This design comes from an exercise in tuning for small area and a short achievable clock period on the open sky130 flow, not from production work. At most, simulation tests tie the RTL to the original design; equivalence was not proved.

==> inputs of job 9302 <==
==> flow/design.v <==
module Scrambler(
  input         clock,
  input         reset,
  input  [63:0] io_in,
  output [63:0] io_out
);
  reg [63:0] c1;
  reg [63:0] c2;
  reg [63:0] c3;
  reg [63:0] c4;
  reg [63:0] c5;
  reg [63:0] c6;
  reg [63:0] c7;
  reg [63:0] c8;
  reg [63:0] c9;
  reg [63:0] c10;
  reg [63:0] c11;
  reg [63:0] c12;
  reg [63:0] c13;
  reg [63:0] c14;
  reg [63:0] c15;
  reg [63:0] c16;
  reg [63:0] c17;
  reg [63:0] c18;
  reg [63:0] c19;
  reg [63:0] c20;
  reg [63:0] c21;
  reg [63:0] c22;
  reg [63:0] c23;
  reg  [4:0] cnt;    
  reg        vb;     
  reg        va;     
  wire [63:0] c1m  = va ? c1  : 64'h0;
  wire [63:0] c19m = vb ? c19 : 64'h0;
  wire [63:0] s    = c1m + c19m;
  assign io_out = io_in + c1m;
  always @(posedge clock) begin
    c23 <= io_out;
    c22 <= c23;
    c21 <= c22;
    c20 <= c21;
    c19 <= c20;
    c18 <= io_in + s;
    c17 <= c18;
    c16 <= c17;
    c15 <= c16;
    c14 <= c15;
    c13 <= c14;
    c12 <= c13;
    c11 <= c12;
    c10 <= c11;
    c9 <= c10;
    c8 <= c9;
    c7 <= c8;
    c6 <= c7;
    c5 <= c6;
    c4 <= c5;
    c3 <= c4;
    c2 <= c3;
    c1 <= c2;
  end
  always @(posedge clock) begin
    if (reset) begin
      cnt <= 5'd0;
      va  <= 1'b0;
      vb  <= 1'b0;
    end else begin
      if (!va) cnt <= cnt + 5'd1;
      if (cnt == 5'd4)  vb <= 1'b1;
      if (cnt == 5'd17) va <= 1'b1;
    end
  end
endmodule
==> flow/run.sh <==
#!/bin/bash
# synth_recipe.tcl (not shown) runs the flow's synth.tcl, then flattens the netlist and writes it again
# the make line also repeats each setting of config.mk as NAME=value (left out here)
make -C /OpenROAD-flow-scripts/flow DESIGN_CONFIG=/design/flow/config.mk WORK_HOME=/design/flow/orfs CLKGATE_MAP_FILE= SYNTH_SCRIPT=/design/flow/synth_recipe.tcl finish
==> flow/config.mk <==
export PLATFORM = sky130hd
export DESIGN_NAME = Scrambler
export DESIGN_NICKNAME = Scrambler
export VERILOG_FILES = /design/flow/design.v
export SDC_FILE = /design/flow/constraint.sdc
export NUM_CORES = 4
export LEC_CHECK = 0
export ABC_CLOCK_PERIOD_IN_PS = 3000
export CAP_MARGIN = 20
export CORE_MARGIN = 2
export CORE_UTILIZATION = 55
export CTS_BUF_LIST = sky130_fd_sc_hd__clkbuf_4 sky130_fd_sc_hd__clkbuf_8
export SETUP_SLACK_MARGIN = 2.2
export SLEW_MARGIN = 20
==> flow/constraint.sdc <==
create_clock -name core_clock -period 6.0 [get_ports {clock}]
set_input_delay 1.2000 -clock core_clock [delete_from_list [all_inputs] [get_ports {clock}]]
set_output_delay 1.2000 -clock core_clock [all_outputs]
set_load 0.01 [all_outputs]
==> inputs of job 4001, as changes to job 9302 <==
--- a/flow/design.v
+++ b/flow/design.v
@@ -1,3 +1,24 @@
+module add64_sk(input [63:0] a, input [63:0] b, output [63:0] s);
+  reg [63:0] g, p, gn, pn;
+  integer i, d;
+  always @* begin
+    g = a & b;
+    p = a ^ b;
+    for (d = 1; d < 64; d = d * 2) begin
+      gn = g;
+      pn = p;
+      for (i = 0; i < 64; i = i + 1) begin
+        if ((i / d) % 2 == 1) begin
+          gn[i] = g[i] | (p[i] & g[(i / d) * d - 1]);
+          pn[i] = p[i] & p[(i / d) * d - 1];
+        end
+      end
+      g = gn;
+      p = pn;
+    end
+  end
+  assign s = a ^ b ^ {g[62:0], 1'b0};
+endmodule
 module Scrambler(
   input         clock,
   input         reset,
@@ -30,16 +51,16 @@
   reg  [4:0] cnt;    
   reg        vb;     
   reg        va;     
-  wire [63:0] c1m  = va ? c1  : 64'h0;
-  wire [63:0] c19m = vb ? c19 : 64'h0;
-  wire [63:0] s    = c1m + c19m;
-  assign io_out = io_in + c1m;
+  wire vb_next = !reset && (vb || cnt == 5'd4);
+  wire va_next = !reset && (va || cnt == 5'd17);
+  wire [63:0] s = c1 + c19;
+  add64_sk u_out (.a(io_in), .b(c1), .s(io_out));
   always @(posedge clock) begin
     c23 <= io_out;
     c22 <= c23;
     c21 <= c22;
     c20 <= c21;
-    c19 <= c20;
+    c19 <= vb_next ? c20 : 64'h0;
     c18 <= io_in + s;
     c17 <= c18;
     c16 <= c17;
@@ -57,17 +78,15 @@
     c4 <= c5;
     c3 <= c4;
     c2 <= c3;
-    c1 <= c2;
+    c1  <= va_next ? c2 : 64'h0;
   end
   always @(posedge clock) begin
     if (reset) begin
       cnt <= 5'd0;
-      va  <= 1'b0;
-      vb  <= 1'b0;
-    end else begin
-      if (!va) cnt <= cnt + 5'd1;
-      if (cnt == 5'd4)  vb <= 1'b1;
-      if (cnt == 5'd17) va <= 1'b1;
+    end else if (!va) begin
+      cnt <= cnt + 5'd1;
     end
+    vb <= vb_next;
+    va <= va_next;
   end
 endmodule
--- a/flow/config.mk
+++ b/flow/config.mk
@@ -9,6 +9,5 @@
 export CAP_MARGIN = 20
 export CORE_MARGIN = 2
 export CORE_UTILIZATION = 55
-export CTS_BUF_LIST = sky130_fd_sc_hd__clkbuf_4 sky130_fd_sc_hd__clkbuf_8
-export SETUP_SLACK_MARGIN = 2.2
+export SETUP_SLACK_MARGIN = 2.0
 export SLEW_MARGIN = 20
==> impl_metrics.sql <==
INSERT INTO impl_metrics (metric_group, metric, value, unit) VALUES
('final_layout', 'post-route-util', '72.9', '%'),
('place', 'placed_cells_incl_taps', '4007', ''),
('yosys', 'main_combinational_cell_family_by_area_after_synthesis', 'compound AO/OA/AOI/OAI gates', ''),
('clock_network', 'ctsRootBufferMaster', 'sky130_fd_sc_hd__clkbuf_8', ''),
('place', 'placement_stage_worst_setup_slack', '-0.365', 'ns'),
('floorplan', 'fp.dieW', '272', 'µm'),
('run_status', 'status', 'no timing/DRC/antenna violations', '');
-- figures above: job 9302

==> impl_metrics.sql <==
INSERT INTO impl_metrics (metric_group, metric, value, unit) VALUES
('final_layout', 'layout.cells.non_filler', '4056', ''),
('yosys', 'main_combinational_cell_family_by_area_after_synthesis', 'adder cells', ''),
('place', 'buffer_ports.inserted', '129', ''),
('final_layout', 'post-route-util', '70.6', '%'),
('clock_network', 'ctsRootBufferMaster', 'sky130_fd_sc_hd__clkbuf_16', ''),
('place', 'placed_cells_incl_taps', '3705', ''),
('run_status', 'status', 'no timing/DRC/antenna violations', ''),
('clock_network', 'clk_pin_slew_worst_paths', '0.06', 'ns'),
('floorplan', 'fp.dieW', '267', 'µm'),
('detailed_routing', 'routed_metal_1_wire_length', '30500', 'µm'),
('floorplan', 'design.core.area', '68600', 'µm²');
-- figures above: job 4001

The RTL of job 4001 was laid out without a check of its function.

==> what the ideal ports hide <==
Ports are ideal in the flow. The routed layouts listed here were re-timed in OpenROAD. Step 1: set_driving_cell puts a clkbuf_16 on clock and a buf_2 on each other input, an assumption about the parent block. Step 2, shift: input delay + t, output delay - t, t = (earliest + latest rising clock arrival at the registers) / 2. This alone moves slack from input paths to output paths. Three values: no drivers, after step 1, after step 2; two values: the first two.
run	shift t [ns]	setup slack, ns	hold WS [ns]	worst register clock-pin slew, ns
job 9302	0.887	0.525 / 0.463 / 0.568	0.295 / 0.295 / 0.295	0.08 / 0.08
job 4001	0.762	0.514 / 0.485 / -0.212	0.312 / 0.312 / 0.312	0.07 / 0.07
With both steps, setup timing fails in job 4001, where it was met with ideal ports. For job 4001, which loses most, drivers alone change the setup slack by -0.029 ns; drivers and shift together by -0.726 ns.
